From an optimization exercise on the open Yosys and OpenROAD flow, aimed at small area, a short achievable clock period and few clock cycles per item; shortcuts taken in it are not production practice. In this exercise RTL edits were held to simulation tests only and were not proved equivalent to the original. No activity file was given, so power comes from the tool's default toggle rates.

==> inputs of garnet <==
==> flow/design.v <==
`timescale 1ns / 1ps
module sbox(x0,x1,x2,x3,y0,y1,y2,y3);
	input x0,x1,x2,x3;
	output y0,y1,y2,y3;
	wire t2 = (x1 & x3) ^ x2;
	wire t3 = (x0 & t2) ^ x3;
	assign y0 = ~((x0 & t3) ^ x1);
	assign y1 = (y0 & t2) ^ x0;
	assign y2 = t2;
	assign y3 = t3;
endmodule
`timescale 1ns / 1ps
module m(input [0:15] b, output [0:15] c);
	assign c[0]  = b[0]^b[3]^b[7]^b[8]^b[12]^b[15];
	assign c[1]  = b[0]^b[1]^b[4]^b[9]^b[12]^b[13];
	assign c[2]  = b[1]^b[2]^b[5]^b[10]^b[13]^b[14];
	assign c[3]  = b[2]^b[6]^b[7]^b[11]^b[14];
	assign c[4]  = b[0]^b[1]^b[5]^b[11]^b[15];
	assign c[5]  = b[1]^b[2]^b[6]^b[8]^b[12];
	assign c[6]  = b[0]^b[2]^b[3]^b[4]^b[7]^b[9]^b[13];
	assign c[7]  = b[0]^b[3]^b[4]^b[10]^b[11]^b[14]^b[15];
	assign c[8]  = b[1]^b[4]^b[5]^b[8]^b[11]^b[15];
	assign c[9]  = b[2]^b[5]^b[6]^b[8]^b[9]^b[12];
	assign c[10] = b[0]^b[3]^b[4]^b[6]^b[7]^b[9]^b[10]^b[13];
	assign c[11] = b[0]^b[4]^b[7]^b[10]^b[14]^b[15];
	assign c[12] = b[3]^b[7]^b[8]^b[11]^b[12];
	assign c[13] = b[0]^b[4]^b[8]^b[9]^b[13];
	assign c[14] = b[1]^b[5]^b[9]^b[10]^b[14];
	assign c[15] = b[2]^b[3]^b[6]^b[7]^b[10]^b[15];
endmodule
`timescale 1ns / 1ps
module future_enc(
	input clk,
	input rst,
	input start,
	input [0:63] pt,
	input [0:63] key0,
	input [0:63] key1,
	input [0:63] rc,
	output [0:63] ct,
	output busy,
	output done
	);
	reg busy_r, done_r;
	reg [3:0] cnt;
	reg ksel, rcon;    
	reg [0:63] Y, K0, K1, R;
	wire load = start & ~busy_r;
	wire last = (cnt == 4'd9);
	function [0:63] srow(input [0:63] x);
		srow = {x[0:3],   x[52:55], x[40:43], x[28:31],
		        x[16:19], x[4:7],   x[56:59], x[44:47],
		        x[32:35], x[20:23], x[8:11],  x[60:63],
		        x[48:51], x[36:39], x[24:27], x[12:15]};
	endfunction
	wire [0:63] k0r = {K0[0:15], K0[21:63], K0[0:4]};
	wire [0:63] kn = ksel ? k0r : K1;
	wire [0:63] rkn = kn ^ (R & {64{rcon}});
	wire [0:63] mx, sin, sy;
	genvar i;
	generate
		for (i = 0; i < 4; i = i + 1) begin : g_m
			m mc(.b(Y[16*i +: 16]), .c(mx[16*i +: 16]));
		end
	endgenerate
	assign sin = busy_r ? (srow(mx) ^ rkn) : (pt ^ key0);
	generate
		for (i = 0; i < 16; i = i + 1) begin : g_sb
			sbox sb(.x0(sin[4*i]),.x1(sin[4*i+1]),.x2(sin[4*i+2]),.x3(sin[4*i+3]),
				.y0(sy[4*i]),.y1(sy[4*i+1]),.y2(sy[4*i+2]),.y3(sy[4*i+3]));
		end
	endgenerate
	assign ct = srow(Y);
	always @(posedge clk) begin
		if (rst) begin
			busy_r <= 1'b0;
			done_r <= 1'b0;
		end else if (load) begin
			busy_r <= 1'b1;
			done_r <= 1'b0;
		end else if (busy_r & last) begin
			busy_r <= 1'b0;
			done_r <= 1'b1;
		end
	end
	always @(posedge clk) begin
		if (busy_r | start) Y <= sy;
		if (busy_r) begin
			cnt <= cnt + 4'd1;
			ksel <= ~ksel;
			rcon <= (cnt != 4'd3) & (cnt != 4'd8);
			if (ksel) K0 <= {K0[5:63], K0[0:4]};
		end else begin
			cnt <= 4'd0;
			ksel <= 1'b0;
			rcon <= 1'b1;
			if (start) K0 <= key0;
			K1 <= key1;
			R <= rc;
		end
	end
	assign busy = busy_r;
	assign done = done_r;
endmodule
==> flow/flow/run.sh <==
#!/bin/bash
# Standard ORFS layout (the standard.sh, standard synthesis unchanged), with the
# port buffers that buffer_ports inserts made the smallest buffer instead of
# the default choice.
set -euo pipefail
bash standard.sh BUFFER_PORTS_ARGS="-buffer_cell sky130_fd_sc_hd__buf_1" finish > standard.log 2>&1
==> flow/standard.sh <==
#!/bin/bash
# synth_recipe.tcl (not shown) runs the flow's synth.tcl, then flattens the netlist and writes it again
# the make line also repeats each setting of config.mk as NAME=value (left out here)
make -C /OpenROAD-flow-scripts/flow DESIGN_CONFIG=/design/flow/config.mk WORK_HOME=/design/flow/orfs CLKGATE_MAP_FILE= SYNTH_SCRIPT=/design/flow/synth_recipe.tcl "${@:-finish}"
==> flow/config.mk <==
export PLATFORM = sky130hd
export DESIGN_NAME = future_enc
export DESIGN_NICKNAME = future_enc
export VERILOG_FILES = /design/flow/design.v
export SDC_FILE = /design/flow/constraint.sdc
export NUM_CORES = 4
export LEC_CHECK = 0
export CAP_MARGIN = 20
export CORE_MARGIN = 2
export CORE_UTILIZATION = 75
export CTS_CLUSTER_DIAMETER = 150
export CTS_CLUSTER_SIZE = 24
export SETUP_SLACK_MARGIN = 1.3
export SLEW_MARGIN = 20
==> flow/constraint.sdc <==
create_clock -name core_clock -period 4.0 [get_ports {clk}]
set_input_delay 0.8000 -clock core_clock [delete_from_list [all_inputs] [get_ports {clk}]]
set_output_delay 0.8000 -clock core_clock [all_outputs]
set_load 0.01 [all_outputs]
==> inputs of sierra, as changes to garnet <==
- CORE_UTILIZATION: 75 -> 60
- CTS_BUF_LIST: default -> sky130_fd_sc_hd__clkbuf_8
- CTS_CLUSTER_DIAMETER: 150 -> default
- CTS_CLUSTER_SIZE: 24 -> default
- SETUP_SLACK_MARGIN: 1.3 -> 1.4
- TNS_END_PERCENT: default -> 5
==> inputs of maple, as changes to garnet <==
- CORE_UTILIZATION: 75 -> 40
- CTS_CLUSTER_DIAMETER: 150 -> default
- CTS_CLUSTER_SIZE: 24 -> default
- SETUP_SLACK_MARGIN: 1.3 -> 0.5
==> flow_summary_export.csv <==
group,metric,value,unit
pwr,leakagePower,0.00730,uW
status,status,"finished clean",
floorplan,dieWidth,164,um
final_layout,final_area,18700,sq um
floorplan,dieHeight,164,um
placed_design,hpwl,32800,um
setup_path,crit_path_top_delay_cell,"edfxtp_1",
timing,tightest_slew,0.841,ns
setup_path,path_depth,7,
setup_path,cp_cell_sequence,"xor2_2 > xnor3_2 > xnor3_1 > o21ai_4 > nand2_1 > mux2_2 > o22a_1",
setup_path,r2r_start,"Y[14]",
global_routing,grt_max_degree,115,
final_layout,nets,1847,
pwr,p_clk,2350,uW
timing,period_minus_slack,2.65,ns
setup_path,crit_start,"Y[14]",
final_layout,layout_common_cells,"324 x buf_1, 256 x edfxtp_1, 145 x xnor2_1",
timing,hold_ws,0.400,ns
Source of the figures above: sierra

==> flow_summary_export.csv <==
group,metric,value,unit
timing,tightest_slew,0.807,ns
pwr,p_clk,2950,uW
timing,period_minus_slack,3.17,ns
placed_design,hpwl,37300,um
status,status,"finished clean",
floorplan,dieWidth,200,um
final_layout,layout_common_cells,"324 x buf_1, 256 x edfxtp_1, 163 x xnor2_1",
pwr,leakagePower,0.00692,uW
setup_path,crit_start,"rcon",
setup_path,path_depth,8,
setup_path,crit_path_top_delay_cell,"dfxtp_2",
setup_path,slowest_delay,0.82,ns
final_layout,final_area,18300,sq um
Source of the figures above: maple

==> flow_summary_export.csv <==
group,metric,value,unit
timing,tightest_slew,0.763,ns
setup_path,crit_path_top_delay_cell,"edfxtp_1",
setup_path,cp_cell_sequence,"xnor2_2 > xnor2_1 > xnor3_1 > a21oi_2 > nand2b_1 > nor3_1 > a221oi_1",
pwr,p_clk,1570,uW
floorplan,dieWidth,147,um
final_layout,nets,1804,
placed_design,hpwl,31200,um
setup_path,r2r_start,"Y[26]",
final_layout,layout_common_cells,"324 x buf_1, 256 x edfxtp_1, 146 x xnor2_1",
status,status,"finished clean",
pwr,leakagePower,0.00691,uW
global_routing,grt_max_degree,128,
floorplan,dieHeight,147,um
final_layout,nonClkBufAreaFrac,9.47,%
job,maxCapViolCount,0,
Source of the figures above: garnet

Testbench counts of garnet, summed over its fixed seeds: cycles 1,408, items 128.
Testbench counts of sierra, summed over its fixed seeds: cycles 1,408, items 128.
Testbench counts of maple, summed over its fixed seeds: cycles 1,408, items 128.

==> re-timing with driven ports <==
The flow's constraints put no driver on any port. The routed layouts listed below were extracted and timed again, unchanged, in two steps. Step 1: set_driving_cell puts a clkbuf_16 on clk and a buf_2 on each other input, an assumption about the parent block. Step 2 times the ports against the registers' clock, not the clock port: input delays grow and output delays shrink by t, the midpoint of the rising clock arrivals with the driver on. a / b / c = no drivers / after step 1 / after step 2; a / b = the first two.
run | t (ns) | setup slack, ns | worst hold slack (ns) | slew at the worst register clock pin (ns)
garnet | 0.551 | 1.248 / 1.248 / 1.248 | 0.452 / 0.425 / 0.487 | 0.10 / 0.10
sierra | 0.597 | 1.349 / 1.349 / 1.174 | 0.400 / 0.380 / 0.468 | 0.07 / 0.07
maple | 0.587 | 0.827 / 0.827 / 0.827 | 0.424 / 0.396 / 0.467 | 0.06 / 0.06
After both steps every run listed still meets setup and hold. For sierra, which loses most, drivers alone change the setup slack by 0.000 ns; drivers and shift together by -0.175 ns.
